Context: an optimization exercise on an open-source flow, tuned for small area. The choices shown serve that exercise and are no tape-out recipe. The RTL was checked by simulation tests, not by an equivalence proof against the original design. Power figures rest on the tool's default switching activity, not on a simulated workload.

File: flow/flow/run.sh
#!/bin/bash
# The standard layout (standard.sh: ORFS from synthesis to the routed
# layout), with these changes:
#  - synthesis is synth_recipe.tcl unchanged except that ORFS's synth.tcl maps
#    the logic with flow/abc.script, an area-oriented ABC script, in place of
#    abc_speed.script; registers are mapped before ABC runs, so they are the
#    standard synthesis's, with the same names and cells;
#  - the port buffers that global placement inserts are sky130_fd_sc_hd__buf_1;
#  - right after global placement (flow/downsize.tcl) every logic cell starts
#    at the smallest drive strength of its function; the resizer's
#    repair_design and repair_timing later in the flow upsize whatever slew,
#    load or timing then calls for;
#  - clock tree synthesis uses clkbuf_8 buffers and inserts no dummy loads;
#  - the floorplan does not split the tie cells (SKIP_REPAIR_TIE_FANOUT).
# Each tool's full output goes to standard.log here.
set -euo pipefail
W=$PWD

sed 's|^source \$::env(SCRIPTS_DIR)/synth_preamble.tcl$|&\nset abc_args [lreplace $abc_args 1 1 '"$W"'/flow/abc.script]|' \
  "$FLOW_HOME/scripts/synth.tcl" > "$W/synth_abc.tcl"
grep -q "flow/abc.script" "$W/synth_abc.tcl"
sed 's|\$::env(SCRIPTS_DIR)/synth.tcl|'"$W"'/synth_abc.tcl|' synth_recipe.tcl > "$W/synth_recipe_abc.tcl"
grep -q "synth_abc.tcl" "$W/synth_recipe_abc.tcl"
sed 's|SYNTH_SCRIPT=[^ ]*synth_recipe.tcl|SYNTH_SCRIPT='"$W"'/synth_recipe_abc.tcl|' standard.sh > "$W/standard_abc.sh"
grep -q "synth_recipe_abc.tcl" "$W/standard_abc.sh"

export BUFFER_PORTS_ARGS="-buffer_cell sky130_fd_sc_hd__buf_1"
export POST_GLOBAL_PLACE_TCL="$W/flow/downsize.tcl"
export CTS_ARGS="-sink_clustering_enable -repair_clock_nets -buf_list sky130_fd_sc_hd__clkbuf_8 -dont_use_dummy_load"
export SKIP_REPAIR_TIE_FANOUT=1
bash "$W/standard_abc.sh" > standard.log 2>&1
File: flow/flow/abc.script
&get -n
&st
&syn3
&put
dch -f
amap
strash
dch -f
amap
File: flow/flow/downsize.tcl
set dmap [dict create \
  sky130_fd_sc_hd__a2111o_2 sky130_fd_sc_hd__a2111o_1 \
  sky130_fd_sc_hd__a2111o_4 sky130_fd_sc_hd__a2111o_1 \
  sky130_fd_sc_hd__a2111oi_1 sky130_fd_sc_hd__a2111oi_0 \
  sky130_fd_sc_hd__a2111oi_2 sky130_fd_sc_hd__a2111oi_0 \
  sky130_fd_sc_hd__a2111oi_4 sky130_fd_sc_hd__a2111oi_0 \
  sky130_fd_sc_hd__a211o_2 sky130_fd_sc_hd__a211o_1 \
  sky130_fd_sc_hd__a211o_4 sky130_fd_sc_hd__a211o_1 \
  sky130_fd_sc_hd__a211oi_2 sky130_fd_sc_hd__a211oi_1 \
  sky130_fd_sc_hd__a211oi_4 sky130_fd_sc_hd__a211oi_1 \
  sky130_fd_sc_hd__a21bo_4 sky130_fd_sc_hd__a21bo_1 \
  sky130_fd_sc_hd__a21boi_2 sky130_fd_sc_hd__a21boi_0 \
  sky130_fd_sc_hd__a21boi_4 sky130_fd_sc_hd__a21boi_0 \
  sky130_fd_sc_hd__a21o_2 sky130_fd_sc_hd__a21o_1 \
  sky130_fd_sc_hd__a21o_4 sky130_fd_sc_hd__a21o_1 \
  sky130_fd_sc_hd__a21oi_2 sky130_fd_sc_hd__a21oi_1 \
  sky130_fd_sc_hd__a21oi_4 sky130_fd_sc_hd__a21oi_1 \
  sky130_fd_sc_hd__a221o_2 sky130_fd_sc_hd__a221o_1 \
  sky130_fd_sc_hd__a221o_4 sky130_fd_sc_hd__a221o_1 \
  sky130_fd_sc_hd__a221oi_2 sky130_fd_sc_hd__a221oi_1 \
  sky130_fd_sc_hd__a221oi_4 sky130_fd_sc_hd__a221oi_1 \
  sky130_fd_sc_hd__a22o_2 sky130_fd_sc_hd__a22o_1 \
  sky130_fd_sc_hd__a22o_4 sky130_fd_sc_hd__a22o_1 \
  sky130_fd_sc_hd__a22oi_2 sky130_fd_sc_hd__a22oi_1 \
  sky130_fd_sc_hd__a22oi_4 sky130_fd_sc_hd__a22oi_1 \
  sky130_fd_sc_hd__a2bb2o_2 sky130_fd_sc_hd__a2bb2o_1 \
  sky130_fd_sc_hd__a2bb2o_4 sky130_fd_sc_hd__a2bb2o_1 \
  sky130_fd_sc_hd__a2bb2oi_2 sky130_fd_sc_hd__a2bb2oi_1 \
  sky130_fd_sc_hd__a2bb2oi_4 sky130_fd_sc_hd__a2bb2oi_1 \
  sky130_fd_sc_hd__a311o_2 sky130_fd_sc_hd__a311o_1 \
  sky130_fd_sc_hd__a311o_4 sky130_fd_sc_hd__a311o_1 \
  sky130_fd_sc_hd__a311oi_2 sky130_fd_sc_hd__a311oi_1 \
  sky130_fd_sc_hd__a311oi_4 sky130_fd_sc_hd__a311oi_1 \
  sky130_fd_sc_hd__a31o_4 sky130_fd_sc_hd__a31o_1 \
  sky130_fd_sc_hd__a31oi_2 sky130_fd_sc_hd__a31oi_1 \
  sky130_fd_sc_hd__a31oi_4 sky130_fd_sc_hd__a31oi_1 \
  sky130_fd_sc_hd__a32o_2 sky130_fd_sc_hd__a32o_1 \
  sky130_fd_sc_hd__a32o_4 sky130_fd_sc_hd__a32o_1 \
  sky130_fd_sc_hd__a32oi_2 sky130_fd_sc_hd__a32oi_1 \
  sky130_fd_sc_hd__a32oi_4 sky130_fd_sc_hd__a32oi_1 \
  sky130_fd_sc_hd__a41o_2 sky130_fd_sc_hd__a41o_1 \
  sky130_fd_sc_hd__a41o_4 sky130_fd_sc_hd__a41o_1 \
  sky130_fd_sc_hd__a41oi_2 sky130_fd_sc_hd__a41oi_1 \
  sky130_fd_sc_hd__a41oi_4 sky130_fd_sc_hd__a41oi_1 \
  sky130_fd_sc_hd__and2_2 sky130_fd_sc_hd__and2_0 \
  sky130_fd_sc_hd__and2_4 sky130_fd_sc_hd__and2_0 \
  sky130_fd_sc_hd__and2b_2 sky130_fd_sc_hd__and2b_1 \
  sky130_fd_sc_hd__and2b_4 sky130_fd_sc_hd__and2b_1 \
  sky130_fd_sc_hd__and3_2 sky130_fd_sc_hd__and3_1 \
  sky130_fd_sc_hd__and3_4 sky130_fd_sc_hd__and3_1 \
  sky130_fd_sc_hd__and3b_2 sky130_fd_sc_hd__and3b_1 \
  sky130_fd_sc_hd__and3b_4 sky130_fd_sc_hd__and3b_1 \
  sky130_fd_sc_hd__and4_2 sky130_fd_sc_hd__and4_1 \
  sky130_fd_sc_hd__and4_4 sky130_fd_sc_hd__and4_1 \
  sky130_fd_sc_hd__and4b_2 sky130_fd_sc_hd__and4b_1 \
  sky130_fd_sc_hd__and4b_4 sky130_fd_sc_hd__and4b_1 \
  sky130_fd_sc_hd__and4bb_4 sky130_fd_sc_hd__and4bb_1 \
  sky130_fd_sc_hd__buf_2 sky130_fd_sc_hd__buf_1 \
  sky130_fd_sc_hd__buf_4 sky130_fd_sc_hd__buf_1 \
  sky130_fd_sc_hd__buf_6 sky130_fd_sc_hd__buf_1 \
  sky130_fd_sc_hd__buf_8 sky130_fd_sc_hd__buf_1 \
  sky130_fd_sc_hd__buf_12 sky130_fd_sc_hd__buf_1 \
  sky130_fd_sc_hd__buf_16 sky130_fd_sc_hd__buf_1 \
  sky130_fd_sc_hd__bufbuf_16 sky130_fd_sc_hd__bufbuf_8 \
  sky130_fd_sc_hd__bufinv_16 sky130_fd_sc_hd__bufinv_8 \
  sky130_fd_sc_hd__fa_2 sky130_fd_sc_hd__fa_1 \
  sky130_fd_sc_hd__fa_4 sky130_fd_sc_hd__fa_1 \
  sky130_fd_sc_hd__ha_2 sky130_fd_sc_hd__ha_1 \
  sky130_fd_sc_hd__ha_4 sky130_fd_sc_hd__ha_1 \
  sky130_fd_sc_hd__inv_4 sky130_fd_sc_hd__inv_1 \
  sky130_fd_sc_hd__inv_6 sky130_fd_sc_hd__inv_1 \
  sky130_fd_sc_hd__inv_8 sky130_fd_sc_hd__inv_1 \
  sky130_fd_sc_hd__inv_12 sky130_fd_sc_hd__inv_1 \
  sky130_fd_sc_hd__inv_16 sky130_fd_sc_hd__inv_1 \
  sky130_fd_sc_hd__maj3_2 sky130_fd_sc_hd__maj3_1 \
  sky130_fd_sc_hd__maj3_4 sky130_fd_sc_hd__maj3_1 \
  sky130_fd_sc_hd__mux2_4 sky130_fd_sc_hd__mux2_1 \
  sky130_fd_sc_hd__mux2_8 sky130_fd_sc_hd__mux2_1 \
  sky130_fd_sc_hd__mux2i_2 sky130_fd_sc_hd__mux2i_1 \
  sky130_fd_sc_hd__mux2i_4 sky130_fd_sc_hd__mux2i_1 \
  sky130_fd_sc_hd__mux4_4 sky130_fd_sc_hd__mux4_2 \
  sky130_fd_sc_hd__mux4_1 sky130_fd_sc_hd__mux4_2 \
  sky130_fd_sc_hd__nand2_2 sky130_fd_sc_hd__nand2_1 \
  sky130_fd_sc_hd__nand2_4 sky130_fd_sc_hd__nand2_1 \
  sky130_fd_sc_hd__nand2_8 sky130_fd_sc_hd__nand2_1 \
  sky130_fd_sc_hd__nand2b_2 sky130_fd_sc_hd__nand2b_1 \
  sky130_fd_sc_hd__nand2b_4 sky130_fd_sc_hd__nand2b_1 \
  sky130_fd_sc_hd__nand3_2 sky130_fd_sc_hd__nand3_1 \
  sky130_fd_sc_hd__nand3_4 sky130_fd_sc_hd__nand3_1 \
  sky130_fd_sc_hd__nand3b_2 sky130_fd_sc_hd__nand3b_1 \
  sky130_fd_sc_hd__nand3b_4 sky130_fd_sc_hd__nand3b_1 \
  sky130_fd_sc_hd__nand4_2 sky130_fd_sc_hd__nand4_1 \
  sky130_fd_sc_hd__nand4_4 sky130_fd_sc_hd__nand4_1 \
  sky130_fd_sc_hd__nand4b_2 sky130_fd_sc_hd__nand4b_1 \
  sky130_fd_sc_hd__nand4b_4 sky130_fd_sc_hd__nand4b_1 \
  sky130_fd_sc_hd__nand4bb_2 sky130_fd_sc_hd__nand4bb_1 \
  sky130_fd_sc_hd__nand4bb_4 sky130_fd_sc_hd__nand4bb_1 \
  sky130_fd_sc_hd__nor2_2 sky130_fd_sc_hd__nor2_1 \
  sky130_fd_sc_hd__nor2_4 sky130_fd_sc_hd__nor2_1 \
  sky130_fd_sc_hd__nor2_8 sky130_fd_sc_hd__nor2_1 \
  sky130_fd_sc_hd__nor2b_2 sky130_fd_sc_hd__nor2b_1 \
  sky130_fd_sc_hd__nor2b_4 sky130_fd_sc_hd__nor2b_1 \
  sky130_fd_sc_hd__nor3_2 sky130_fd_sc_hd__nor3_1 \
  sky130_fd_sc_hd__nor3_4 sky130_fd_sc_hd__nor3_1 \
  sky130_fd_sc_hd__nor3b_2 sky130_fd_sc_hd__nor3b_1 \
  sky130_fd_sc_hd__nor3b_4 sky130_fd_sc_hd__nor3b_1 \
  sky130_fd_sc_hd__nor4_2 sky130_fd_sc_hd__nor4_1 \
  sky130_fd_sc_hd__nor4_4 sky130_fd_sc_hd__nor4_1 \
  sky130_fd_sc_hd__nor4b_2 sky130_fd_sc_hd__nor4b_1 \
  sky130_fd_sc_hd__nor4b_4 sky130_fd_sc_hd__nor4b_1 \
  sky130_fd_sc_hd__nor4bb_2 sky130_fd_sc_hd__nor4bb_1 \
  sky130_fd_sc_hd__nor4bb_4 sky130_fd_sc_hd__nor4bb_1 \
  sky130_fd_sc_hd__o2111a_2 sky130_fd_sc_hd__o2111a_1 \
  sky130_fd_sc_hd__o2111a_4 sky130_fd_sc_hd__o2111a_1 \
  sky130_fd_sc_hd__o2111ai_2 sky130_fd_sc_hd__o2111ai_1 \
  sky130_fd_sc_hd__o2111ai_4 sky130_fd_sc_hd__o2111ai_1 \
  sky130_fd_sc_hd__o211a_4 sky130_fd_sc_hd__o211a_1 \
  sky130_fd_sc_hd__o211ai_2 sky130_fd_sc_hd__o211ai_1 \
  sky130_fd_sc_hd__o211ai_4 sky130_fd_sc_hd__o211ai_1 \
  sky130_fd_sc_hd__o21a_2 sky130_fd_sc_hd__o21a_1 \
  sky130_fd_sc_hd__o21a_4 sky130_fd_sc_hd__o21a_1 \
  sky130_fd_sc_hd__o21ai_2 sky130_fd_sc_hd__o21ai_0 \
  sky130_fd_sc_hd__o21ai_4 sky130_fd_sc_hd__o21ai_0 \
  sky130_fd_sc_hd__o21ba_4 sky130_fd_sc_hd__o21ba_1 \
  sky130_fd_sc_hd__o21bai_2 sky130_fd_sc_hd__o21bai_1 \
  sky130_fd_sc_hd__o21bai_4 sky130_fd_sc_hd__o21bai_1 \
  sky130_fd_sc_hd__o221a_4 sky130_fd_sc_hd__o221a_1 \
  sky130_fd_sc_hd__o221ai_2 sky130_fd_sc_hd__o221ai_1 \
  sky130_fd_sc_hd__o221ai_4 sky130_fd_sc_hd__o221ai_1 \
  sky130_fd_sc_hd__o22a_2 sky130_fd_sc_hd__o22a_1 \
  sky130_fd_sc_hd__o22a_4 sky130_fd_sc_hd__o22a_1 \
  sky130_fd_sc_hd__o22ai_2 sky130_fd_sc_hd__o22ai_1 \
  sky130_fd_sc_hd__o22ai_4 sky130_fd_sc_hd__o22ai_1 \
  sky130_fd_sc_hd__o2bb2a_2 sky130_fd_sc_hd__o2bb2a_1 \
  sky130_fd_sc_hd__o2bb2a_4 sky130_fd_sc_hd__o2bb2a_1 \
  sky130_fd_sc_hd__o2bb2ai_2 sky130_fd_sc_hd__o2bb2ai_1 \
  sky130_fd_sc_hd__o2bb2ai_4 sky130_fd_sc_hd__o2bb2ai_1 \
  sky130_fd_sc_hd__o311a_2 sky130_fd_sc_hd__o311a_1 \
  sky130_fd_sc_hd__o311a_4 sky130_fd_sc_hd__o311a_1 \
  sky130_fd_sc_hd__o311ai_2 sky130_fd_sc_hd__o311ai_0 \
  sky130_fd_sc_hd__o311ai_4 sky130_fd_sc_hd__o311ai_0 \
  sky130_fd_sc_hd__o31a_2 sky130_fd_sc_hd__o31a_1 \
  sky130_fd_sc_hd__o31a_4 sky130_fd_sc_hd__o31a_1 \
  sky130_fd_sc_hd__o31ai_2 sky130_fd_sc_hd__o31ai_1 \
  sky130_fd_sc_hd__o31ai_4 sky130_fd_sc_hd__o31ai_1 \
  sky130_fd_sc_hd__o32a_2 sky130_fd_sc_hd__o32a_1 \
  sky130_fd_sc_hd__o32a_4 sky130_fd_sc_hd__o32a_1 \
  sky130_fd_sc_hd__o32ai_2 sky130_fd_sc_hd__o32ai_1 \
  sky130_fd_sc_hd__o32ai_4 sky130_fd_sc_hd__o32ai_1 \
  sky130_fd_sc_hd__o41a_2 sky130_fd_sc_hd__o41a_1 \
  sky130_fd_sc_hd__o41a_4 sky130_fd_sc_hd__o41a_1 \
  sky130_fd_sc_hd__o41ai_2 sky130_fd_sc_hd__o41ai_1 \
  sky130_fd_sc_hd__o41ai_4 sky130_fd_sc_hd__o41ai_1 \
  sky130_fd_sc_hd__or2_4 sky130_fd_sc_hd__or2_0 \
  sky130_fd_sc_hd__or2b_2 sky130_fd_sc_hd__or2b_1 \
  sky130_fd_sc_hd__or2b_4 sky130_fd_sc_hd__or2b_1 \
  sky130_fd_sc_hd__or3_2 sky130_fd_sc_hd__or3_1 \
  sky130_fd_sc_hd__or3_4 sky130_fd_sc_hd__or3_1 \
  sky130_fd_sc_hd__or3b_4 sky130_fd_sc_hd__or3b_1 \
  sky130_fd_sc_hd__or4_2 sky130_fd_sc_hd__or4_1 \
  sky130_fd_sc_hd__or4_4 sky130_fd_sc_hd__or4_1 \
  sky130_fd_sc_hd__or4b_4 sky130_fd_sc_hd__or4b_1 \
  sky130_fd_sc_hd__or4bb_2 sky130_fd_sc_hd__or4bb_1 \
  sky130_fd_sc_hd__or4bb_4 sky130_fd_sc_hd__or4bb_1 \
  sky130_fd_sc_hd__sdlclkp_2 sky130_fd_sc_hd__sdlclkp_1 \
  sky130_fd_sc_hd__sdlclkp_4 sky130_fd_sc_hd__sdlclkp_1 \
  sky130_fd_sc_hd__xnor2_2 sky130_fd_sc_hd__xnor2_1 \
  sky130_fd_sc_hd__xnor2_4 sky130_fd_sc_hd__xnor2_1 \
  sky130_fd_sc_hd__xnor3_2 sky130_fd_sc_hd__xnor3_1 \
  sky130_fd_sc_hd__xnor3_4 sky130_fd_sc_hd__xnor3_1 \
  sky130_fd_sc_hd__xor2_2 sky130_fd_sc_hd__xor2_1 \
  sky130_fd_sc_hd__xor2_4 sky130_fd_sc_hd__xor2_1 \
  sky130_fd_sc_hd__xor3_2 sky130_fd_sc_hd__xor3_1 \
  sky130_fd_sc_hd__xor3_4 sky130_fd_sc_hd__xor3_1 \
]
# Downsize every logic cell to the smallest cell of the same function, and
# make the port buffers the smallest buffer; repair_design and repair_timing
# later in the flow upsize whatever timing, slew or load then calls for.
set n 0
foreach inst [get_cells *] {
  set ref [get_property $inst ref_name]
  set name [get_full_name $inst]
  if {[dict exists $dmap $ref]} {
    replace_cell $name [dict get $dmap $ref]
    incr n
  } elseif {$ref eq "sky130_fd_sc_hd__clkdlybuf4s50_1" && [regexp {^(input|output)[0-9]+$} $name]} {
    replace_cell $name sky130_fd_sc_hd__buf_1
    incr n
  }
}
puts "downsize: replaced $n cells"
File: flow/standard.sh
#!/bin/bash
# synth_recipe.tcl (not shown) runs the flow's synth.tcl, then flattens the netlist and writes it again
# the make line also repeats each setting of config.mk as NAME=value (left out here)
make -C /OpenROAD-flow-scripts/flow DESIGN_CONFIG=/design/flow/config.mk WORK_HOME=/design/flow/orfs CLKGATE_MAP_FILE= SYNTH_SCRIPT=/design/flow/synth_recipe.tcl "${@:-finish}"
File: flow/config.mk
export PLATFORM = sky130hd
export DESIGN_NAME = projeto_vinho_top
export DESIGN_NICKNAME = projeto_vinho_top
export VERILOG_FILES = /design/flow/design.v
export SDC_FILE = /design/flow/constraint.sdc
export NUM_CORES = 4
export LEC_CHECK = 0
export CAP_MARGIN = 0
export CORE_MARGIN = 2
export CORE_UTILIZATION = 40
export CTS_BUF_LIST = sky130_fd_sc_hd__clkbuf_8
export PLACE_DENSITY = 0.6
export SLEW_MARGIN = 0
File: flow/constraint.sdc
create_clock -name core_clock -period 10.0 [get_ports {CLOCK_50}]
set_input_delay 2.0000 -clock core_clock [delete_from_list [all_inputs] [get_ports {CLOCK_50}]]
set_output_delay 2.0000 -clock core_clock [all_outputs]
set_load 0.01 [all_outputs]
File: flow/design.v
module fsm_main (
    input  wire clk,
    input  wire reset,
    input  wire cmd_iniciar,
    input  wire sensor_nivel,
    input  wire alarme_rolha,
    input  wire aprovado,
    input  wire reprovado,
    output wire esteira,
    output wire valvula_ativa,
    output wire vedacao_ativa,
    output wire decrementar_rolha,      
    output wire descarte_ativo,
    output wire garrafa_aprovada,
    output wire posicao_cq
);
    localparam IDLE        = 3'd0;
    localparam ESTEIRA     = 3'd1;
    localparam ENCHENDO    = 3'd3;
    localparam VEDANDO     = 3'd2;
    localparam POSICAO_CQ  = 3'd7;
    localparam DESCARTANDO = 3'd4;
    localparam APROVADO    = 3'd5;
    reg [2:0] estado;
    reg [9:0] r;
    wire fim      = (r == 10'b1001000111);
    wire primeiro = (r == 10'd0);
    wire temporizado = (estado == ESTEIRA) | (estado == VEDANDO) |
                       (estado == DESCARTANDO) | (estado == APROVADO);
    always @(posedge clk or posedge reset) begin
        if (reset) begin
            estado <= IDLE;
            r      <= 10'd0;
        end else begin
            if (temporizado & ~fim)
                r <= {~r[8:0], r[9] ^ r[6]};
            else
                r <= 10'd0;
            case (estado)
                IDLE:        if (cmd_iniciar) estado <= ESTEIRA;
                ESTEIRA:     if (fim) estado <= ENCHENDO;
                ENCHENDO:    if (alarme_rolha) estado <= IDLE;
                             else if (sensor_nivel) estado <= VEDANDO;
                VEDANDO:     if (fim) estado <= POSICAO_CQ;
                POSICAO_CQ:  if (reprovado & ~aprovado) estado <= DESCARTANDO;
                             else if (aprovado & ~reprovado) estado <= APROVADO;
                DESCARTANDO: if (fim) estado <= ESTEIRA;
                APROVADO:    if (fim) estado <= ESTEIRA;
                default:     estado <= IDLE;
            endcase
        end
    end
    assign esteira           = (estado == ESTEIRA) & ~primeiro;
    assign valvula_ativa     = (estado == ENCHENDO);
    assign vedacao_ativa     = (estado == VEDANDO);
    assign decrementar_rolha = (estado == VEDANDO) & primeiro;
    assign posicao_cq        = (estado == POSICAO_CQ);
    assign descarte_ativo    = (estado == DESCARTANDO);
    assign garrafa_aprovada  = (estado == APROVADO);
endmodule
module contador_rolhas (
    input  wire clk,
    input  wire reset,
    input  wire decrementar,            
    input  wire sw_adicionar_manual,    
    output reg  dispensador_ativo,
    output reg  alarme_rolha_vazia,
    output reg  [4:0] dezena,
    output reg  [4:0] unidade
);
    reg [9:0] r;
    reg       gasto;
    wire [4:0] u = unidade;
    wire [4:0] d = dezena;
    wire u0  = ~u[4] & ~u[0];
    wire u1  = ~u[1] &  u[0];
    wire u5  =  u[4] &  u[0];
    wire u9  =  u[4] & ~u[3];
    wire d0  = ~d[4] & ~d[0];
    wire d9  =  d[4] & ~d[3];
    wire c0  = d0 & u0;
    wire c1  = d0 & u1;
    wire c5  = d0 & u5;
    wire c99 = d9 & u9;
    wire fim   = (r == 10'b1001000111);
    wire repor = gasto & r[4];
    wire soma = ~repor & sw_adicionar_manual & ~c99;
    wire sub  = ~repor & ~soma & decrementar & ~c0;
    wire [4:0] u_mais  = {u[3:0], ~u[4]};
    wire [4:0] u_menos = {~u[0], u[4:1]};
    wire [4:0] u_prox  = (soma | sub) ? (soma ? u_mais : u_menos) : (u ^ {5{repor}});
    wire d_mais1 = (soma & u9) | (repor & ~u[4]);
    wire d_mais2 = repor & u[4];
    wire d_menos = sub & u0;
    wire d_fica  = ~(d_mais1 | d_mais2 | d_menos);
    wire [4:0] d_prox = ({5{d_fica}}  & d) |
                        ({5{d_mais1}} & {d[3:0], ~d[4]}) |
                        ({5{d_mais2}} & {1'b0, d[1], d[0], 2'b11}) |
                        ({5{d_menos}} & {~d[0], d[4:1]});
    always @(posedge clk or posedge reset) begin
        if (reset) begin
            r                  <= 10'd0;
            dispensador_ativo  <= 1'b0;
            gasto              <= 1'b0;
            alarme_rolha_vazia <= 1'b0;
            dezena             <= 5'b00011;      
            unidade            <= 5'b00000;
        end else begin
            if (dispensador_ativo)
                r <= {~r[8:0], r[9] ^ r[6]};
            else
                r <= 10'd0;
            if (dispensador_ativo & fim) begin
                dispensador_ativo <= 1'b0;
                gasto             <= 1'b1;
            end else if (c5 & ~gasto) begin
                dispensador_ativo <= 1'b1;
            end
            unidade <= u_prox;
            dezena  <= d_prox;
            alarme_rolha_vazia <= c0 | (c1 & decrementar);
        end
    end
endmodule
module contador_duzias_v2 (
    input  wire clk,
    input  wire reset,
    input  wire incrementar,
    output reg  [4:0] unidade,
    output reg        dezena
);
    reg [3:0] doze;                      
    reg       incrementar_prev;
    wire pulso_subida = incrementar & ~incrementar_prev;
    wire doze_fim     = doze[3] & doze[1] & doze[0];         
    wire unid9        = unidade[4] & ~unidade[3];
    always @(posedge clk or posedge reset) begin
        if (reset) begin
            unidade          <= 5'd0;
            dezena           <= 1'b0;
            doze             <= 4'd0;
            incrementar_prev <= 1'b0;
        end else begin
            incrementar_prev <= incrementar;
            if (pulso_subida) begin
                if (doze_fim) begin
                    doze <= 4'd0;
                    if (dezena) begin
                        dezena <= 1'b0;
                    end else if (unid9) begin
                        dezena  <= 1'b1;
                        unidade <= 5'd0;
                    end else begin
                        unidade <= {unidade[3:0], ~unidade[4]};
                    end
                end else begin
                    doze <= doze + 4'd1;
                end
            end
        end
    end
endmodule
module debounce (
    input  wire clk,
    input  wire reset,
    input  wire button_in,
    output reg  pulse_out
);
    reg       button_sync_0;
    reg       button_sync_1;
    reg       button_stable_n;         
    reg       button_stable_prev_n;    
    reg [4:0] r;
    wire differ = ~(button_sync_1 ^ button_stable_n);
    wire fim    = r[2] & r[1] & r[0];
    always @(posedge clk or posedge reset) begin
        if (reset) begin
            button_sync_0      <= 1'b1;
            button_sync_1      <= 1'b1;
            button_stable_n      <= 1'b0;
            button_stable_prev_n <= 1'b0;
            r                  <= 5'b00000;
            pulse_out          <= 1'b0;
        end else begin
            button_sync_0      <= button_in;
            button_sync_1      <= button_sync_0;
            button_stable_prev_n <= button_stable_n;
            pulse_out            <= ~button_stable_prev_n & button_stable_n;
            if (differ & fim)
                button_stable_n <= ~button_sync_1;
            if (differ & ~fim)
                r <= {~r[3:0], r[4] ^ r[1]};
            else
                r <= 5'b00000;
        end
    end
endmodule
module decodificador_display (
    input  wire [4:0] j,
    output wire [6:0] hex
);
    wire d0 = ~j[4] & ~j[0];
    wire d1 = ~j[1] &  j[0];
    wire d2 = ~j[2] &  j[1];
    wire d3 = ~j[3] &  j[2];
    wire d4 = ~j[4] &  j[3];
    wire d5 =  j[4] &  j[0];
    wire d6 =  j[4] & ~j[0] & j[1];
    wire d7 = ~j[1] &  j[2];
    wire d8 = ~j[2] &  j[3];
    wire d9 = ~j[3] &  j[4];
    assign hex[0] = d1 | d4;
    assign hex[1] = j[4] & j[1];                        
    assign hex[2] = d2;
    assign hex[3] = d1 | d4 | d7;
    assign hex[4] = d1 | d3 | d4 | d5 | d7 | d9;
    assign hex[5] = (j[0] & ~j[3]) | d7;                
    assign hex[6] = ~j[1] & (~j[4] | j[2]);             
endmodule
module projeto_vinho_top (
    input  wire       CLOCK_50,
    input  wire       KEY0,        
    input  wire       KEY1,        
    input  wire [7:0] SW,
    output wire [9:0] LEDR,
    output wire [6:0] HEX0,
    output wire [6:0] HEX1,
    output wire [6:0] HEX2,
    output wire [6:0] HEX3
);
    wire clk   = CLOCK_50;
    wire reset = ~KEY1;
    wire sensor_nivel, aprovado_cq, reprovado_cq, sw_adicionar_rolha, pulso_start;
    debounce debounce_sensor   (.clk(clk), .reset(reset), .button_in(SW[1]), .pulse_out(sensor_nivel));
    debounce debounce_apro_cq  (.clk(clk), .reset(reset), .button_in(SW[2]), .pulse_out(aprovado_cq));
    debounce debounce_repro_cq (.clk(clk), .reset(reset), .button_in(SW[3]), .pulse_out(reprovado_cq));
    debounce debounce_add_rolha(.clk(clk), .reset(reset), .button_in(SW[7]), .pulse_out(sw_adicionar_rolha));
    debounce debounce_start    (.clk(clk), .reset(reset), .button_in(KEY0),  .pulse_out(pulso_start));
    wire alarme_rolha_vazia, dispensador_ativo;
    wire motor_ativo, valvula_ativa, vedacao_ativa, decrementar_rolha;
    wire descarte_ativo, garrafa_aprovada, posicao_cq;
    fsm_main fsm_main_inst (
        .clk(clk),
        .reset(reset),
        .cmd_iniciar(~KEY0),
        .sensor_nivel(sensor_nivel),
        .alarme_rolha(alarme_rolha_vazia),
        .aprovado(aprovado_cq),
        .reprovado(reprovado_cq),
        .esteira(motor_ativo),
        .valvula_ativa(valvula_ativa),
        .vedacao_ativa(vedacao_ativa),
        .decrementar_rolha(decrementar_rolha),
        .descarte_ativo(descarte_ativo),
        .garrafa_aprovada(garrafa_aprovada),
        .posicao_cq(posicao_cq)
    );
    wire [4:0] rolhas_dezena, rolhas_unidade;
    contador_rolhas contador_rolhas_inst (
        .clk(clk),
        .reset(reset),
        .decrementar(decrementar_rolha),
        .sw_adicionar_manual(sw_adicionar_rolha),
        .dispensador_ativo(dispensador_ativo),
        .alarme_rolha_vazia(alarme_rolha_vazia),
        .dezena(rolhas_dezena),
        .unidade(rolhas_unidade)
    );
    wire reset_duzias = reset | pulso_start;
    wire [4:0] duzias_unidade;
    wire       duzias_dezena;
    contador_duzias_v2 contador_duzias_inst (
        .clk(clk),
        .reset(reset_duzias),
        .incrementar(garrafa_aprovada),
        .unidade(duzias_unidade),
        .dezena(duzias_dezena)
    );
    assign LEDR = {motor_ativo, valvula_ativa, vedacao_ativa, descarte_ativo,
                   dispensador_ativo, posicao_cq, 3'b000, alarme_rolha_vazia};
    decodificador_display dec_rolhas_u (.j(rolhas_unidade), .hex(HEX0));
    decodificador_display dec_rolhas_d (.j(rolhas_dezena),  .hex(HEX1));
    decodificador_display dec_duzias_u (.j(duzias_unidade), .hex(HEX2));
    assign HEX3 = duzias_dezena ? 7'b1111001 : 7'b1000000;
endmodule
==> results list, run 1 <==
* Vias after detailed routing: 2,686
- In this run the tool buffered the top-level ports with 38 buffer cells.
* CTS Hold Buffers Added: 0
* Estimated wirelength of the detail-placed design: 4.47 mm
* Buffers from clock root to sink, at most: 2
* Area added between synthesis and finish: 7.93%
- The number of nets in the synthesized netlist is 387.
- The most used flip-flop cell after synthesis is sky130_fd_sc_hd__dfrtp_1.
* Core area: 9330 um2
* Synth top area cells: sky130_fd_sc_hd__dfrtp_1, sky130_fd_sc_hd__nor2_1, sky130_fd_sc_hd__dfstp_2, sky130_fd_sc_hd__clkinv_1, sky130_fd_sc_hd__buf_4
* Number of instances resized during post-cts repair: 0
- Mean post-synth cell area: 10.4 um2
* Slew headroom: 31.4%
- Initial antenna violation count: 0
* Largest net degree at the start of global routing: 42
- After detailed routing, the number of remaining DRC violations is 0.
- The first global-routing pass estimated 11.2 mm of wire.
* Placed insts: 521
* Total negative slack: 0 ps
* Most used routing layer in global routing: met2
* Cell types with the highest counts after synthesis: sky130_fd_sc_hd__dfrtp_1, sky130_fd_sc_hd__nor2_1, sky130_fd_sc_hd__clkinv_1, sky130_fd_sc_hd__a21oi_1
* Number of nets with antenna violations after detailed routing: 0
* Count of final setup violators: 0
- Measured along the y axis, the die boundary spans 102 um.
- For met3 alone, demand over resource in global routing was 3.90%.
- The flow ran to the end and the layout has no timing, DRC or antenna violations.
* Number of inserted diodes: 0
- Clk root buf: sky130_fd_sc_hd__clkbuf_8
- For this run, global-route usage on met1 was measured as 18.3%.
- Capturing element type of the critical path: flip-flop
* Static power due to leakage: 1.74 nW
- Counting distinct cell types in the post-synthesis netlist gives 33.
- The clock net in this run drives a total of 97 sinks.
* Vias/cell: 5.07
- Total CTS buffers: 9
- Worst Tran Pin Value: 1020 ps
* Setup slack, reg-to-reg: 5970 ps
- The final number of hold-violating endpoints came to 0.
* Most area-hungry cell type in the Yosys netlist: sky130_fd_sc_hd__dfrtp_1
- Summed over all layers, the global routing overflow is 0.
* Minimum period implied by the final worst setup slack: 4030 ps
- Number of cells produced by synthesis: 372
- In the synthesized netlist, mux cells make up 0% of the area.
- Clock slew seen by the registers of the worst setup and hold paths: 70 ps
* 1st-pass router iterations: 5
- Proportion of synthesized flip-flops having asynchronous set or reset: 100%
- The total count of max-transition violations in the final report is 0.
- Cell chain of the critical path: clkinv_1, nor2_1, nand2_1, nand3_1, clkinv_1, nor4_1, clkinv_1, nor3_1, clkinv_1, nand3_1, nor2_1, a21oi_1, o221ai_1
- Post-Syn Area: 3860 um2
- After detailed routing, the average wire length per cell comes to 11.9 um.
- GR met2 Demand/Resource: 21.1%
- Synthesis inferred 97 register bits.
- Die Area: 10,500 um2
- Library cell contributing the largest single delay on the critical path: sky130_fd_sc_hd__nor4_1
- The synthesized design devotes to its leading area cell type 55.1% of total area.
- At the worst endpoint, the required time is 10,190 ps.
* Portion of the post-synthesis area used by sequential elements: 63.2%
- Post-synthesis xor/xnor area fraction: 0%
- Die X-Extent: 102 um
- Setup repair after global routing left no endpoint under its margin.
* Total Wirelength: 6.30 mm
- The later pin in the worst-skew pair is clocked with a latency of 350 ps.
- Row generation in the floorplan step produced 35 rows.
* Post-route insts no fill: 530
- In the final design database the tool counted 418 nets.
* Clock tree from TritonCTS: done
- Launching element type of the critical path: flip-flop
* Hold WC Path Type: reg2reg
- Once the floorplan was initialized, standard cells occupied 41.4% of the core.
- Power density cells: 259 nW/um2
- After the first detailed-routing iteration, the DRC count stood at 86.
* Category of the critical setup timing path: reg2reg
* CTS HTree Levels: 3
- The synthesized design contains 0 enable-type register cells.
* Largest driver fanout on the critical path: 10
- Max-cap violations in this run came to 0.
- Crit share post-route: 40.3%
- IR drop worst, VDD: 0.0692 mV
* Top achievable clock speed: 248 MHz
- Share of the synthesized area in compound gates (AO/OA/AOI/OAI): 14.1%
- The clock arrives with 23.2 ps of skew.
- The synthesized netlist devotes 13.2% of its cell area to simple gates.
- Via count of the first global-routing pass: 2,498
- For this design the top-level I/O count stands at 49.
* Most numerous cell on the critical path: sky130_fd_sc_hd__clkinv_1
- For this run, the total global-route usage over all layers was measured as 13.6%.
* Arrival @ worst endpoint: 4220 ps
- Post-CTS timing repair inserted 0 buffers for setup.
- Yosys printed 4 warnings.
* Dominant combinational cell family by area after synthesis: compound AO/OA/AOI/OAI gates
- Share of synthesized cell area in full adder, half adder and majority cells: 1.30%
- Fraction of final layout cells with drive strength greater than 1: 5.99%
* Longest individual stage delay on the worst path: 870 ps
==> worst max-delay path: cells and delay by family (launching register included) <==
| kind | cells | cell delay, ps |
|---|---|---|
| AND/OR/NAND/NOR | 7 | 2030 |
| buffers and inverters | 4 | 1070 |
| flip-flops | 1 | 520 |
| AO/OA/AOI/OAI | 2 | 260 |
==> kinds of logic after synthesis <==
logic type               after synthesis
AO/OA/AOI/OAI                         84
adder cells (fa/ha/maj)                4
buffers and inverters                 62
flip-flops                            97
other                                  2
AND/OR/NAND/NOR                      123
==> sequential cells by signal, summed over array words and instances, names as in the netlist, 3 cells and up <==
name and cells:
contador_rolhas_inst.r 10, fsm_main_inst.r 10, contador_duzias_inst.unidade 5, contador_rolhas_inst.dezena 5, contador_rolhas_inst.unidade 5, debounce_add_rolha.r 5, debounce_apro_cq.r 5, debounce_repro_cq.r 5
debounce_sensor.r 5, debounce_start.r 5, contador_duzias_inst.doze 4, fsm_main_inst.estado 3
==> final cells by class <==
type | instances | area, um2
flip-flops and latches | 97 | 2440
clock buffers | 9 | 124
fillers | 901 | 5160
well taps | 129 | 161
repair buffers | 40 | 171
multi-input cells | 213 | 1110
inverters | 42 | 158
==> final timing paths <==
| check | start | endpoint | cells past startpoint |
|---|---|---|---|
| max | contador_rolhas_inst.unidade[4] | contador_rolhas_inst.dezena[3] | 13 |
| min | debounce_apro_cq.button_sync_0 | debounce_apro_cq.button_sync_1 | 0 |
| max reg2reg | contador_rolhas_inst.unidade[4] | contador_rolhas_inst.dezena[3] | 13 |
| min reg2reg | debounce_apro_cq.button_sync_0 | debounce_apro_cq.button_sync_1 | 0 |
| max in group asynchronous | KEY1 | contador_duzias_inst.doze[2] | 2 |
| min in group asynchronous | debounce_start.pulse_out | contador_duzias_inst.unidade[3] | 1 |
==> per-stage QoR <==
stage               cell area [um2]  setup WS, ps  utilization (%)  power (mW)  hold WS, ps
floorplan                      3860          6820                -       0.809          345
global route                   4170          5570             44.7        1.17          364
finish                         4170          5970             44.7        1.08          358
detailed placement             4050          6090             43.4       0.897          347
global placement               4030          6110             43.2       0.884          346
CTS                            4170          6060             44.7        1.09          360
==> report_power, final <==
part / internal (mW) / leakage (nW) / switching, mW
clock: 0.0808 / 0.0647 / 0.111
sequential: 0.518 / 1.15 / 0.0822
combinational: 0.107 / 0.526 / 0.180
total: 0.707 / 1.74 / 0.373
==> per-layer routing <==
layer	up-vias	share of wire, %
li1	1317	-
met1	1297	49
met4	0	1.0
met2	64	46
met5	-	0
met3	8	4.1
==> layout by cell type (no fill, tap or decap), types with 6 or more instances in the layout <==
| master | n |
|---|---|
| sky130_fd_sc_hd__dfrtp_1 | 85 |
| sky130_fd_sc_hd__nor2_1 | 85 |
| sky130_fd_sc_hd__o221ai_1 | 8 |
| sky130_fd_sc_hd__nand2_1 | 12 |
| sky130_fd_sc_hd__nor3_1 | 6 |
| sky130_fd_sc_hd__a21oi_1 | 27 |
| sky130_fd_sc_hd__clkinv_1 | 42 |
| sky130_fd_sc_hd__buf_1 | 37 |
| sky130_fd_sc_hd__nand3_1 | 9 |
| sky130_fd_sc_hd__o22ai_1 | 20 |
| sky130_fd_sc_hd__clkbuf_8 | 9 |
| sky130_fd_sc_hd__dfstp_2 | 12 |
| sky130_fd_sc_hd__o21ai_0 | 6 |
==> run 2, diff against run 1 <==
--- a/flow/design.v
+++ b/flow/design.v
@@ -15,11 +15,11 @@
     output wire posicao_cq
 );
-    localparam IDLE        = 3'd0;
-    localparam ESTEIRA     = 3'd1;
-    localparam ENCHENDO    = 3'd3;
-    localparam VEDANDO     = 3'd2;
-    localparam POSICAO_CQ  = 3'd7;
+    localparam IDLE        = 3'd1;
+    localparam ESTEIRA     = 3'd3;
+    localparam ENCHENDO    = 3'd7;
+    localparam VEDANDO     = 3'd0;
+    localparam POSICAO_CQ  = 3'd2;
     localparam DESCARTANDO = 3'd4;
-    localparam APROVADO    = 3'd5;
+    localparam APROVADO    = 3'd6;
     reg [2:0] estado;
     reg [9:0] r;
==> run 2 against run 1 <==
Compared with the run above:
- clock skew rose by 1.9 ps
- critical path type is now reg2out
- maximum frequency about the same
- final cell count shrank 0.19%
- cell area about the same
- sequential power up about 10%
- largest cell class unchanged
- clock-buffer cell count did not move
- die area barely moved
==> results list, run 2 <==
- # rows: 35 (unchanged)
* Category of the critical setup timing path: reg2out
* Detail-routed net length per standard cell: 12.6 um (+6.1%)
- The power density normalized to cell area was 306 nW/um2 (+18%).
- Arrival @ worst endpoint: 2040 ps (-2180 ps)
- The y dimension of the die is 102 um (about the same).
- TritonCTS built the clock tree.
- Clk root buf: sky130_fd_sc_hd__clkbuf_8
* Via count of the first global-routing pass: 2,472 (-1.0%)
* Static power due to leakage: 1.77 nW (+1.6%)
* Clock slew seen by the registers of the worst setup and hold paths: 80 ps (about the same)
- The final number of hold-violating endpoints was 0 (unchanged).
- The core region area is 9330 um2 (unchanged).
- The post-detailed-route count of antenna-violating nets is 0 (unchanged).
* Syn Nets: 386 (-0.26%)
- Commonest cells after routing, fill and taps aside: sky130_fd_sc_hd__nor2_1, sky130_fd_sc_hd__dfrtp_1, sky130_fd_sc_hd__clkinv_1, sky130_fd_sc_hd__buf_1, sky130_fd_sc_hd__a21oi_1
- Summed over all instances, the cell type with the most area after synthesis is sky130_fd_sc_hd__dfrtp_1.
- IR drop worst, VDD: 0.107 mV (+55%)
- The total count of max-transition violations in the final report came to 0 (unchanged).
- The clock latency reported for the late side of the worst-skew pair came to 350 ps (about the same).
* Slew headroom: 25.8% (-5.6 points)
- The final hold slack is 358 ps (+0.394 ps).
* Fraction of final layout cells with drive strength greater than 1: 6.25% (+0.26 points)
* Estimated wirelength of the detail-placed design: 4.70 mm (+5.3%)
- The number of max-cap violations is 0 (unchanged).
- The required arrival time at the worst endpoint came to 8000 ps (-2190 ps).
* Capturing element type of the critical path: primary output
- First DRT Iteration DRCs: 100 (+16%)
- Crit share post-route: 40.4% (about the same)
- The die area was 10,500 um2 (about the same).
- #FFs+latches synth: 97 (unchanged)
- The number of diodes added for antenna fixing came to 0 (unchanged).
* Number of cells produced by synthesis: 371 (-0.27%)
- Met3 demand-to-capacity share in global routing: 3.49% (-0.41 points)
- The post-synthesis instance area came to 3870 um2 (about the same).
- The transition time at the pin with the least slew margin came to 1100 ps (+83.2 ps).
- Cell types with the highest counts after synthesis: sky130_fd_sc_hd__dfrtp_1, sky130_fd_sc_hd__nor2_1, sky130_fd_sc_hd__clkinv_1, sky130_fd_sc_hd__a21oi_1, sky130_fd_sc_hd__buf_4
- Count of flip-flops with a built-in enable after synthesis: 0 (unchanged)
- Initial antenna violation count: 0 (unchanged)
- The post-cts repair resize count was 0 (unchanged).
- Fin Clk Skew: 25.1 ps (+1.89 ps)
* CTS HTree Levels: 3 (unchanged)
- Largest registers: contador_rolhas_inst.r: 10 flops, fsm_main_inst.r: 10 flops
* Proportion of synthesized flip-flops having asynchronous set or reset: 100% (unchanged)
- Placed insts: 520 (-0.19%)
- Die X-Extent: 102 um (about the same)
* Number of fillers in the final layout: 909 (+0.89%)
- Unrepaired setup endpoints after global routing: false
- In the post-synthesis netlist, the biggest area contributors are sky130_fd_sc_hd__dfrtp_1, sky130_fd_sc_hd__dfstp_2, sky130_fd_sc_hd__nor2_1, sky130_fd_sc_hd__buf_4, sky130_fd_sc_hd__clkinv_1.
* Synth warn: 4 (unchanged)
* GRT Residual Overflow: 0 (unchanged)
- The area of the multi-input gates is 1130 um2 (+1.2%).
- Main synth FF type: sky130_fd_sc_hd__dfrtp_1
- Fraction of post-synthesis cell area in the top cell type by area: 54.4% (-0.70 points)
- Clk sinks: 97 (unchanged)
* Top achievable clock speed: 248 MHz (about the same)
- Status: timing/DRC/antenna clean
- Vias after detailed routing: 2,637 (-1.8%)
* Total CTS buffers: 9 (unchanged)
- Total Wirelength: 6.67 mm (+5.9%)
- The number of I/O port buffers is 38 (unchanged).
- The top-level port count is 49 (unchanged).
- The total negative setup slack is 0 ps (unchanged).
* GRT Overall Usage: 14.2% (+0.61 points)
- The time the worst path needs with I/O delays and setup came to 4040 ps (+2.90 ps).
* Vias/cell: 4.98 (-1.6%)
- The buffer depth of the longest clock path was 2 (unchanged).
- The number of endpoints failing setup at the final stage was 0 (unchanged).
- Effective utilization at floorplan: 41.5% (about the same)
- The average footprint of a synthesized cell came to 10.4 um2 (+0.37%).
- # nets final: 417 (-0.24%)
- The final cell count without fillers is 529 (-0.19%).
- Met1 GRT Util: 20.6% (+2.4 points)
- The number of distinct library cells after synthesis is 36 (+9.1%).
- The global-route met2 utilization came to 20.7% (-0.35 points).
* Largest net degree at the start of global routing: 36 (-14%)
* Area of all sequential standard cells: 2440 um2 (about the same)
- The number of optimization iterations in the first detailed-route pass came to 4 (-1).
* CTS Hold Buffers Added: 0 (unchanged)
* Post CTS Setup Buffer Count: 0 (unchanged)
* Largest driver fanout on the critical path: 3 (-7)
- STA classifies the critical path startpoint as a flip-flop.
- The share of synthesized area occupied by flip-flops and latches came to 63.2% (about the same).
- Most used routing layer in global routing: met2
- Number of DRC violations after detailed routing: 0 (unchanged)
- The worst hold path belongs to the class reg2reg.
* Wire length of the first global-routing pass: 11.6 mm (+3.4%)
- The relative area change from synthesis to final layout is 7.93% (about the same).
- Overall Power: 1.28 mW (+18%)
==> run 2: worst max-delay path, stage by stage, from the launching register on <==
cell                      delay (ps)
sky130_fd_sc_hd__dfrtp_1         380
sky130_fd_sc_hd__nor2_1          110
sky130_fd_sc_hd__nor4b_1         380
sky130_fd_sc_hd__nand2_1         110
sky130_fd_sc_hd__nor4_1          480
sky130_fd_sc_hd__nor3_1           90
sky130_fd_sc_hd__buf_1           150
==> run 2: area by class of cell <==
type	instances	area share [%]
tap	129	3.87
timing repair buffer	40	4.11
sequential	97	58.5
clock buffer	9	2.97
multi-input combinational	215	27.0
inverter	39	3.51
==> run 2: cell families after synthesis <==
group	after synthesis	share of synthesized area, %
simple gates	130	14.3
flops	97	63.2
fa+ha+maj	4	1.29
buf+inv	59	7.67
other cells	2	0.194
compound gates	79	13.4
==> run 2: metrics by stage <==
stage          utilization (%)  cell area, um2  setup WS, ps
3_3_place_gp              43.2            4030          6380
5_1_grt                   44.7            4170          5750
2_1_floorplan                -            3870          6690
4_1_cts                   44.7            4170          5970
3_5_place_dp              43.4            4050          6360
6_report                  44.7            4170          5960
==> run 2: layer usage <==
metal / vias up / wire length, um
li1: 1310 / -
met1: 1274 / 3380
met2: 43 / 2910
met3: 10 / 267
met4: 0 / 114
met5: - / 0
==> run 2: final timing paths <==
| kind | startpoint | to | slack (ps) | cells after the start |
|---|---|---|---|---|
| hold / removal | debounce_add_rolha.button_sync_0 | debounce_add_rolha.button_sync_1 | 360 | 0 |
| setup reg to reg | fsm_main_inst.estado[2] | contador_duzias_inst.unidade[2] | 6940 | 8 |
| setup / recovery | fsm_main_inst.r[7] | LEDR[9] | 5960 | 6 |
| min in group asynchronous | debounce_start.pulse_out | contador_duzias_inst.unidade[4] | 520 | 1 |
| hold reg to reg | debounce_add_rolha.button_sync_0 | debounce_add_rolha.button_sync_1 | 360 | 0 |
| max in group asynchronous | KEY1 | contador_duzias_inst.incrementar_prev | 7100 | 2 |
==> run 2: where the power goes <==
group / switching, mW / total, mW / leakage (nW) / internal (mW)
Clock: 0.115 / 0.196 / 0.0647 / 0.0810
Combinational: 0.264 / 0.418 / 0.524 / 0.154
Sequential: 0.107 / 0.663 / 1.18 / 0.557
Total: 0.485 / 1.28 / 1.77 / 0.792
==> run 3, diff against run 2 <==
--- a/flow/design.v
+++ b/flow/design.v
@@ -15,11 +15,11 @@
     output wire posicao_cq
 );
-    localparam IDLE        = 3'd1;
-    localparam ESTEIRA     = 3'd3;
-    localparam ENCHENDO    = 3'd7;
-    localparam VEDANDO     = 3'd0;
-    localparam POSICAO_CQ  = 3'd2;
+    localparam IDLE        = 3'd0;
+    localparam ESTEIRA     = 3'd1;
+    localparam ENCHENDO    = 3'd3;
+    localparam VEDANDO     = 3'd2;
+    localparam POSICAO_CQ  = 3'd7;
     localparam DESCARTANDO = 3'd4;
-    localparam APROVADO    = 3'd6;
+    localparam APROVADO    = 3'd5;
     reg [2:0] estado;
     reg [9:0] r;
@@ -127,16 +127,14 @@
     input  wire reset,
     input  wire incrementar,
-    output reg  [4:0] unidade,
-    output reg        dezena
+    output reg  [3:0] contador_valor    
 );
     reg [3:0] doze;                      
     reg       incrementar_prev;
     wire pulso_subida = incrementar & ~incrementar_prev;
-    wire doze_fim     = doze[3] & doze[1] & doze[0];         
-    wire unid9        = unidade[4] & ~unidade[3];
-    always @(posedge clk or posedge reset) begin
-        if (reset) begin
-            unidade          <= 5'd0;
-            dezena           <= 1'b0;
+    wire doze_fim     = doze[3] & doze[1] & doze[0];                  
+    wire valor_fim    = contador_valor[3] & contador_valor[1];        
+    always @(posedge clk or posedge reset) begin
+        if (reset) begin
+            contador_valor   <= 4'd0;
             doze             <= 4'd0;
             incrementar_prev <= 1'b0;
@@ -146,12 +144,5 @@
                 if (doze_fim) begin
                     doze <= 4'd0;
-                    if (dezena) begin
-                        dezena <= 1'b0;
-                    end else if (unid9) begin
-                        dezena  <= 1'b1;
-                        unidade <= 5'd0;
-                    end else begin
-                        unidade <= {unidade[3:0], ~unidade[4]};
-                    end
+                    contador_valor <= valor_fim ? 4'd0 : contador_valor + 4'd1;
                 end else begin
                     doze <= doze + 4'd1;
@@ -268,12 +259,10 @@
     );
     wire reset_duzias = reset | pulso_start;
-    wire [4:0] duzias_unidade;
-    wire       duzias_dezena;
+    wire [3:0] duzias;
     contador_duzias_v2 contador_duzias_inst (
         .clk(clk),
         .reset(reset_duzias),
         .incrementar(garrafa_aprovada),
-        .unidade(duzias_unidade),
-        .dezena(duzias_dezena)
+        .contador_valor(duzias)
     );
     assign LEDR = {motor_ativo, valvula_ativa, vedacao_ativa, descarte_ativo,
@@ -281,5 +270,27 @@
     decodificador_display dec_rolhas_u (.j(rolhas_unidade), .hex(HEX0));
     decodificador_display dec_rolhas_d (.j(rolhas_dezena),  .hex(HEX1));
-    decodificador_display dec_duzias_u (.j(duzias_unidade), .hex(HEX2));
-    assign HEX3 = duzias_dezena ? 7'b1111001 : 7'b1000000;
-endmodule
+    wire duzias_dez = duzias[3] & duzias[1];
+    reg  [6:0] hex2;
+    always @(*) begin
+        case (duzias)
+            4'd0:  hex2 = 7'b1000000;
+            4'd1:  hex2 = 7'b1111001;
+            4'd2:  hex2 = 7'b0100100;
+            4'd3:  hex2 = 7'b0110000;
+            4'd4:  hex2 = 7'b0011001;
+            4'd5:  hex2 = 7'b0010010;
+            4'd6:  hex2 = 7'b0000010;
+            4'd7:  hex2 = 7'b1111000;
+            4'd8:  hex2 = 7'b0000000;
+            4'd9:  hex2 = 7'b0010000;
+            4'd10: hex2 = 7'b1000000;
+            4'd11: hex2 = 7'b0110000;
+            4'd12: hex2 = 7'b0011001;
+            4'd13: hex2 = 7'b0010010;
+            4'd14: hex2 = 7'b0000010;
+            default: hex2 = 7'b1111000;
+        endcase
+    end
+    assign HEX2 = hex2;
+    assign HEX3 = duzias_dez ? 7'b1111001 : 7'b1000000;
+endmodule
==> flow/flow/abc.script (replaced) <==
&get -n
&st
&syn3
&dch -f
&nf -R 1000
&put
==> run 3 against run 2 <==
Compared with the run above:
- combinational power is 36% lower
- cell area up 2.4%
- worst hold slack worse by 24 ps
- total power shrank 18%
- sequential power down about 10%
- die area grew 2.1%
- sequential share of layout area fell by 2.6 points
- maximum frequency up 10%
- non-clock buffer count grew 1
- final cell count unchanged
- critical endpoint is now HEX2[6]
- largest power group unchanged
==> results list, run 3 <==
- Status: timing/DRC/antenna clean
- The number of buffers added to fix hold violations after cts was 0 (unchanged).
- The total of warnings raised by yosys came to 5 (+1).
- Count of cells along the worst register-to-register path: 7 (-1)
* Detail-routed net length per standard cell: 12.0 um (-4.6%)
- The library cells used most frequently in the layout, excluding fill and tap cells, are sky130_fd_sc_hd__dfrtp_1, sky130_fd_sc_hd__nor2_1, sky130_fd_sc_hd__nand2_1, sky130_fd_sc_hd__buf_1, sky130_fd_sc_hd__o21ai_0.
- The effective utilization at floorplan came to 40.8% (-0.65 points).
- Number of buffer cells added on primary ports: 38 (unchanged)
* Final count of pins violating max slew: 0 (unchanged)
* Placed insts: 520 (unchanged)
* Area added between synthesis and finish: 8.17%
- The final cell count without fillers came to 529 (unchanged).
- Crit Reg-Reg Endpoint: contador_rolhas_inst.dezena[4]
- GRT Overall Usage: 13.2% (-1.0 points)
- By area the synthesized netlist is led by sky130_fd_sc_hd__dfrtp_1, sky130_fd_sc_hd__dfstp_2, sky130_fd_sc_hd__nor2_1, sky130_fd_sc_hd__buf_4, sky130_fd_sc_hd__nand2_1.
- Buffers from clock root to sink, at most: 2 (unchanged)
* Dominant cell by count in the synthesized netlist: sky130_fd_sc_hd__dfrtp_1
- Initial antenna violation count: 0 (unchanged)
- The maximum number of pins on one net before global-route repair was 45 (+25%).
* Area of all placed cells without fillers: 4280 um2 (+2.4%)
* Post-placement cell area: 4150 um2 (+2.5%)
* Die X-Extent: 103 um (+1.1%)
- Top achievable clock speed: 273 MHz (+10%)
- Total Wirelength: 6.36 mm (-4.6%)
* Number of inserted diodes: 0 (unchanged)
* Post CTS Setup Buffer Count: 0 (unchanged)
* Static power due to leakage: 1.88 nW (+6.2%)
* Clk root buf: sky130_fd_sc_hd__clkbuf_8
- The hold path depth came to 0 (unchanged).
- Capturing element type of the critical path: primary output
- The worst hold path terminates at debounce_repro_cq.button_sync_1.
- The clock latency reported for the late side of the worst-skew pair is 350 ps (about the same).
* Number of fillers in the final layout: 946 (+4.1%)
- The number of register bits inferred by synthesis was 95 (-2.1%).
* Number of instances resized during post-cts repair: 0 (unchanged)
- The CTS H-tree depth is 3 (unchanged).
- The final number of hold-violating endpoints came to 0 (unchanged).
* IO Count: 49 (unchanged)
* Minimum period implied by the final worst setup slack: 3660 ps (-379 ps)
- Total negative slack: 0 ps (unchanged)
* Number of cells produced by synthesis: 365 (-1.6%)
* Proportion of synthesized flip-flops having asynchronous set or reset: 100% (unchanged)
- The number of distinct library cells after synthesis is 40 (+11%).
- Max_cap viols: 0 (unchanged)
* Number of DRC violations after detailed routing: 0 (unchanged)
- Main synth FF type: sky130_fd_sc_hd__dfrtp_1
- The layout cell share with drive strength beyond 1 is 6.06% (-0.19 points).
* Arrival @ worst endpoint: 1660 ps (-380 ps)
- Fin Clk Skew: 20.3 ps (-4.83 ps)
* Count of flip-flops with a built-in enable after synthesis: 0 (unchanged)
- Clock slew seen by the registers of the worst setup and hold paths: 90 ps (about the same)
- Die Area: 10,700 um2 (+2.1%)
- The total via count after detailed routing came to 2,583 (-2.0%).
- Post-Syn Area: 3950 um2 (+2.2%)
- # nets final: 420 (+0.72%)
- The number of vias per cell after detailed routing is 4.88 (-2.0%).
- Worst Min Path Start: debounce_repro_cq.button_sync_0
- Crit path setup slack, layout: 6340 ps (+379 ps)
- Start of the worst register-to-register path: contador_rolhas_inst.dezena[4]
- Setup repair after global routing left no endpoint under its margin.
* Wire length of the first global-routing pass: 11.1 mm (-3.9%)
- The number of global-route vias before repair came to 2,477 (+0.20%).
- Ranked by instance count, the synthesized netlist is headed by sky130_fd_sc_hd__dfrtp_1, sky130_fd_sc_hd__nor2_1, sky130_fd_sc_hd__nand2_1, sky130_fd_sc_hd__buf_4, sky130_fd_sc_hd__o21ai_0.
* Hold WC Path Type: reg2reg
* IR drop worst, VDD: 0.117 mV (+9.2%)
* GRT Residual Overflow: 0 (unchanged)
- Count of final setup violators: 0 (unchanged)
* Total CTS buffers: 9 (unchanged)
- The HPWL after detailed placement came to 4.40 mm (-6.6%).
- TritonCTS built the clock tree.
- The net count after synthesis is 387 (+0.26%).
- Largest registers: contador_rolhas_inst.r: 10 flops, fsm_main_inst.r: 10 flops
- The required arrival time at the worst endpoint was 8000 ps (about the same).
- The power density normalized to cell area is 246 nW/um2 (-20%).
* Mean post-synth cell area: 10.8 um2 (+3.9%)
- The count of standard-cell rows is 36 (+2.9%).
- Largest driver fanout on the critical path: 5 (+2)
- The portion of synthesized cell area occupied by the leading cell type was 52.5% (-1.8 points).
* Die Ht: 103 um (+1.1%)
- Most area-hungry cell type in the Yosys netlist: sky130_fd_sc_hd__dfrtp_1
- First DRT Iteration DRCs: 68 (-32%)
- The final hold slack is 334 ps (-24.3 ps).
* Worst Tran Pin Value: 758 ps (-345 ps)
- Crit share post-route: 36.6% (-3.8 points)
- Worst-case setup slack after placement: 6700 ps (+345 ps)
* Clk sinks: 95 (-2.1%)
- Slew headroom: 49.3% (+24 points)
- 1st-pass router iterations: 4 (unchanged)
- The share of synthesized area occupied by flip-flops and latches is 60.5% (-2.7 points).
- Core area: 9680 um2 (+3.8%)
- Leaving out fill and tap cells, the most frequent cell in the layout is sky130_fd_sc_hd__dfrtp_1.
* Setup slack, reg-to-reg: 6790 ps (-150 ps)
- Number of nets with antenna violations after detailed routing: 0 (unchanged)
- Launching element type of the critical path: flip-flop
* Category of the critical setup timing path: reg2out
## run 3: cell count changes after synthesis, moves of 12 or more
cell                       delta
sky130_fd_sc_hd__nor2b_1     +16
sky130_fd_sc_hd__o21ai_0     +13
sky130_fd_sc_hd__xnor2_1     +12
sky130_fd_sc_hd__nor2_1      -29
sky130_fd_sc_hd__o22ai_1     -13
sky130_fd_sc_hd__nand2_1     +24
sky130_fd_sc_hd__a21oi_1     -16
sky130_fd_sc_hd__clkinv_1    -27
## run 3: report_power, final
part / internal (mW) / switching, mW / leakage [nW]
clock: 0.0809 / 0.112 / 0.0647
sequential: 0.504 / 0.0899 / 1.16
combinational: 0.114 / 0.151 / 0.659
total: 0.699 / 0.354 / 1.88
## run 3: layout make-up
type / instances / area [um2] / area share (%)
inverters: 12 / 45.0 / 1.05
repair buffers: 41 / 175 / 4.10
clock buffers: 9 / 124 / 2.90
flip-flops and latches: 95 / 2390 / 56.0
multi-input cells: 239 / 1370 / 32.1
well taps: 133 / 166 / 3.89
## run 3: per-stage QoR
stage / power (mW) / util (%)
final: 1.05 / 44.1
after global routing: 1.15 / 44.1
after CTS: 1.07 / 44.1
after detailed placement: 0.872 / 42.9
after global placement: 0.859 / 42.7
after floorplan: 0.788 / -
## run 3: critical path: stages, from the launching register on
cell and delay [ps]:
sky130_fd_sc_hd__dfrtp_1 410, sky130_fd_sc_hd__clkinv_1 180, sky130_fd_sc_hd__ha_1 270, sky130_fd_sc_hd__a21oi_1 140
sky130_fd_sc_hd__o21ai_0 90, sky130_fd_sc_hd__o21a_1 110, sky130_fd_sc_hd__buf_1 120
## run 3: cells by family after synthesis
kind of cell / Yosys count / share of synthesized area [%]
simple gates: 151 / 17.8
flops: 95 / 60.5
compound gates: 56 / 8.90
buf+inv: 31 / 4.75
xor+xnor: 16 / 3.55
fa+ha+maj: 11 / 3.48
mux: 3 / 0.791
other cells: 2 / 0.190
## run 3: worst max-delay path by stage
stage / cells after the start / to / start / slack [ps]
2_1_floorplan: 6 / contador_rolhas_inst.dezena[4] / contador_rolhas_inst.dezena[4] / 6580
3_3_place_gp: 6 / HEX2[6] / contador_duzias_inst.contador_valor[0] / 6710
3_5_place_dp: 6 / HEX2[6] / contador_duzias_inst.contador_valor[0] / 6700
4_1_cts: 6 / HEX2[6] / contador_duzias_inst.contador_valor[0] / 6300
5_1_grt: 6 / HEX2[6] / contador_duzias_inst.contador_valor[0] / 6110
6_report: 6 / HEX2[6] / contador_duzias_inst.contador_valor[0] / 6340
## run 3: metal layers
layer	share of wire (%)	vias up	GRT usage (%)
met5	0	-	0
met4	1.4	0	3.95
met3	4.2	10	3.43
met2	46	55	21.4
met1	48	1245	17.5
li1	-	1273	-
==> run 4, diff against run 3 <==
--- a/flow/design.v
+++ b/flow/design.v
@@ -15,11 +15,11 @@
     output wire posicao_cq
 );
-    localparam IDLE        = 3'd0;
-    localparam ESTEIRA     = 3'd1;
-    localparam ENCHENDO    = 3'd3;
-    localparam VEDANDO     = 3'd2;
-    localparam POSICAO_CQ  = 3'd7;
+    localparam IDLE        = 3'd1;
+    localparam ESTEIRA     = 3'd3;
+    localparam ENCHENDO    = 3'd7;
+    localparam VEDANDO     = 3'd0;
+    localparam POSICAO_CQ  = 3'd2;
     localparam DESCARTANDO = 3'd4;
-    localparam APROVADO    = 3'd5;
+    localparam APROVADO    = 3'd6;
     reg [2:0] estado;
     reg [9:0] r;
==> flow/flow/abc.script (replaced) <==
&get -n
&st
&syn3
&put
dch -f
amap
strash
dch -f
amap
strash
dch -f
amap
strash
dch -f
amap
==> run 4 against run 3 <==
Compared with the run above:
- still clean on timing, DRC and antenna
- combinational power hardly changed
- sequential share of layout area is 0.83 points higher
- clock skew is 6.9 ps higher
- worst hold slack better by 24 ps
- final cell count is 1.1% higher
- global-route usage is 0.47 points higher
- first-iteration DRC count stayed put
- critical path type unchanged
- largest cell class unchanged
==> results list, run 4 <==
- The flow ran to the end and the layout has no timing, DRC or antenna violations.
* Fraction of final layout cells with drive strength greater than 1: 6.22% (+0.16 points)
- Vias after detailed routing: 2,630 (+1.8%)
* Worst Min Path Start: debounce_sensor.button_sync_0
- The number of endpoints failing setup at the final stage was 0 (unchanged).
- Number of inserted diodes: 0 (unchanged)
- The biggest area contributor in the post-synthesis netlist is sky130_fd_sc_hd__dfrtp_1.
- The clock sink total is 95 (unchanged).
- Sequential power share: 56.3% (about the same)
- The largest registers in the layout are contador_rolhas_inst.r: 10 flops, fsm_main_inst.r: 10 flops.
- Among all flip-flop cells after synthesis, the most frequent one is sky130_fd_sc_hd__dfrtp_1.
- Die Area: 10,500 um2 (-1.4%)
- GRT Overall Usage: 13.7% (+0.47 points)
- The required arrival time at the worst endpoint is 8000 ps (about the same).
- Most common cell after layout, fill and taps aside: sky130_fd_sc_hd__dfrtp_1
- The top cell types in the final layout, fill and taps aside, are sky130_fd_sc_hd__dfrtp_1, sky130_fd_sc_hd__nor2_1, sky130_fd_sc_hd__clkinv_1, sky130_fd_sc_hd__buf_1, sky130_fd_sc_hd__a21oi_1.
* Power density cells: 248 nW/um2 (+0.89%)
* Die Ht: 103 um (-0.69%)
- The CTS H-tree depth came to 3 (unchanged).
- The most critical setup path has its startpoint at fsm_main_inst.r[7].
- Cell types with the highest counts after synthesis: sky130_fd_sc_hd__dfrtp_1, sky130_fd_sc_hd__nor2_1, sky130_fd_sc_hd__clkinv_1, sky130_fd_sc_hd__buf_4, sky130_fd_sc_hd__a21oi_1
* # nets final: 426 (+1.4%)
- The post-synthesis instance area came to 3900 um2 (-1.4%).
* Core area: 9590 um2 (-0.93%)
- Post CTS Setup Buffer Count: 0 (unchanged)
- Placed insts: 526 (+1.2%)
- Clk root buf: sky130_fd_sc_hd__clkbuf_8
* Setup slack, reg-to-reg: 7070 ps (+280 ps)
- Dominant cell by count in the synthesized netlist: sky130_fd_sc_hd__dfrtp_1
- The number of distinct library cells after synthesis came to 38 (-5.0%).
- Clock tree from TritonCTS: done
- Worst Tran Pin Value: 1070 ps (+314 ps)
- The share of synthesized registers carrying an async set or reset is 100% (unchanged).
- In this run the worst hold path is classified as reg2reg.
* Wire length of the first global-routing pass: 11.2 mm (+0.62%)
* Final count of pins violating max slew: 0 (unchanged)
- Hold Violations, Final: 0 (unchanged)
- The clock edge transition at the registers on the reported setup and hold paths was 80 ps (about the same).
- Top achievable clock speed: 243 MHz (-11%)
- The number of antenna violations at the first check in global routing came to 0 (unchanged).
- Syn Nets: 394 (+1.8%)
* GRT Residual Overflow: 0 (unchanged)
- Count of flip-flops with a built-in enable after synthesis: 0 (unchanged)
- The routed wirelength normalized by instance count came to 12.7 um (+5.3%).
- Die X-Extent: 103 um (-0.69%)
* Number of instances resized during post-cts repair: 0 (unchanged)
* Vias/cell: 4.92 (+0.68%)
- The switching part of the total power is 34.1% (+0.54 points).
- Overall Power: 1.05 mW (-0.53%)
==> run 4: changes by cell type after synthesis, sizes merged, moves of 6 or more <==
cell and delta:
nor2b -15, a21oi +6, clkinv +27, o21ai -6, nand2 -22, nor2 +25, xnor2 -12, and2 -6
o221ai +8
==> run 4: power by group through the flow <==
stage          sequential, mW  combinational, mW  clock [mW]
6_report                0.590              0.265       0.192
5_1_grt                 0.606              0.309       0.215
4_1_cts                 0.590              0.271       0.201
3_5_place_dp            0.596              0.271           0
3_3_place_gp            0.593              0.258           0
2_1_floorplan           0.574              0.206           0
==> run 4: final cells by class <==
class	count	share of cell area (%)
flip-flops and latches	95	56.8
well taps	133	3.95
multi-input cells	219	28.8
inverters	39	3.47
clock buffers	9	2.94
repair buffers	40	4.07
==> run 4: kinds of logic after synthesis <==
kind of cell	Yosys count	synth area share [%]
buffers and inverters	58	7.42
adder cells (fa/ha/maj)	11	3.53
AO/OA/AOI/OAI	77	13.3
AND/OR/NAND/NOR	129	14.1
flip-flops	95	61.4
other	2	0.193
==> run 4: per-layer routing <==
metal  track usage, %  up-vias  wire (um)
met3             3.46       11        266
met4             5.44        0        108
met2             20.7       50       2980
met5                0        -          0
li1                 -     1329          -
met1             19.0     1240       3420
==> run 4: stage by stage <==
| step | hold WS [ps] | setup WS [ps] |
|---|---|---|
| 2_1_floorplan | 345 | 6690 |
| 4_1_cts | 357 | 5870 |
| 5_1_grt | 360 | 5680 |
| 3_5_place_dp | 347 | 6260 |
| 6_report | 357 | 5890 |
| 3_3_place_gp | 346 | 6330 |
==> run 4: worst max path at each step <==
stage | end | slack, ps | depth (start not counted)
after detailed placement | LEDR[9] | 6260 | 6
after floorplan | LEDR[9] | 6690 | 6
after global routing | LEDR[9] | 5680 | 6
after CTS | LEDR[9] | 5870 | 6
after global placement | LEDR[9] | 6330 | 6
final | LEDR[9] | 5890 | 6
==> run 4: worst max-delay path, cell delays in order (launching register included) <==
cell                      delay [ps]
sky130_fd_sc_hd__dfrtp_1         400
sky130_fd_sc_hd__nor2_1          110
sky130_fd_sc_hd__nor4b_1         380
sky130_fd_sc_hd__nand2_1         110
sky130_fd_sc_hd__nor4_1          510
sky130_fd_sc_hd__nor3_1          100
sky130_fd_sc_hd__buf_1           150

## static timing again, ports no longer ideal
Ports are ideal in the flow. The routed layouts listed here were re-timed in OpenROAD. Step 1 assumes that a clkbuf_16 drives the clock port and a buf_2 every other input. Step 2 times the ports against the registers' clock, not the clock port: input delays grow and output delays shrink by t, the midpoint of the rising clock arrivals with the driver on. Slacks: ideal ports / drivers / drivers and shift; pairs: ideal ports / drivers.
run | shift t [ns] | setup slack, ns
run 1 | 0.372 | 5.967 / 5.967 / 5.967
run 2 | 0.366 | 5.964 / 5.933 / 6.300
run 3 | 0.364 | 6.342 / 6.314 / 6.678
run 4 | 0.374 | 5.892 / 5.859 / 6.233
After both steps every run listed still meets setup and hold.
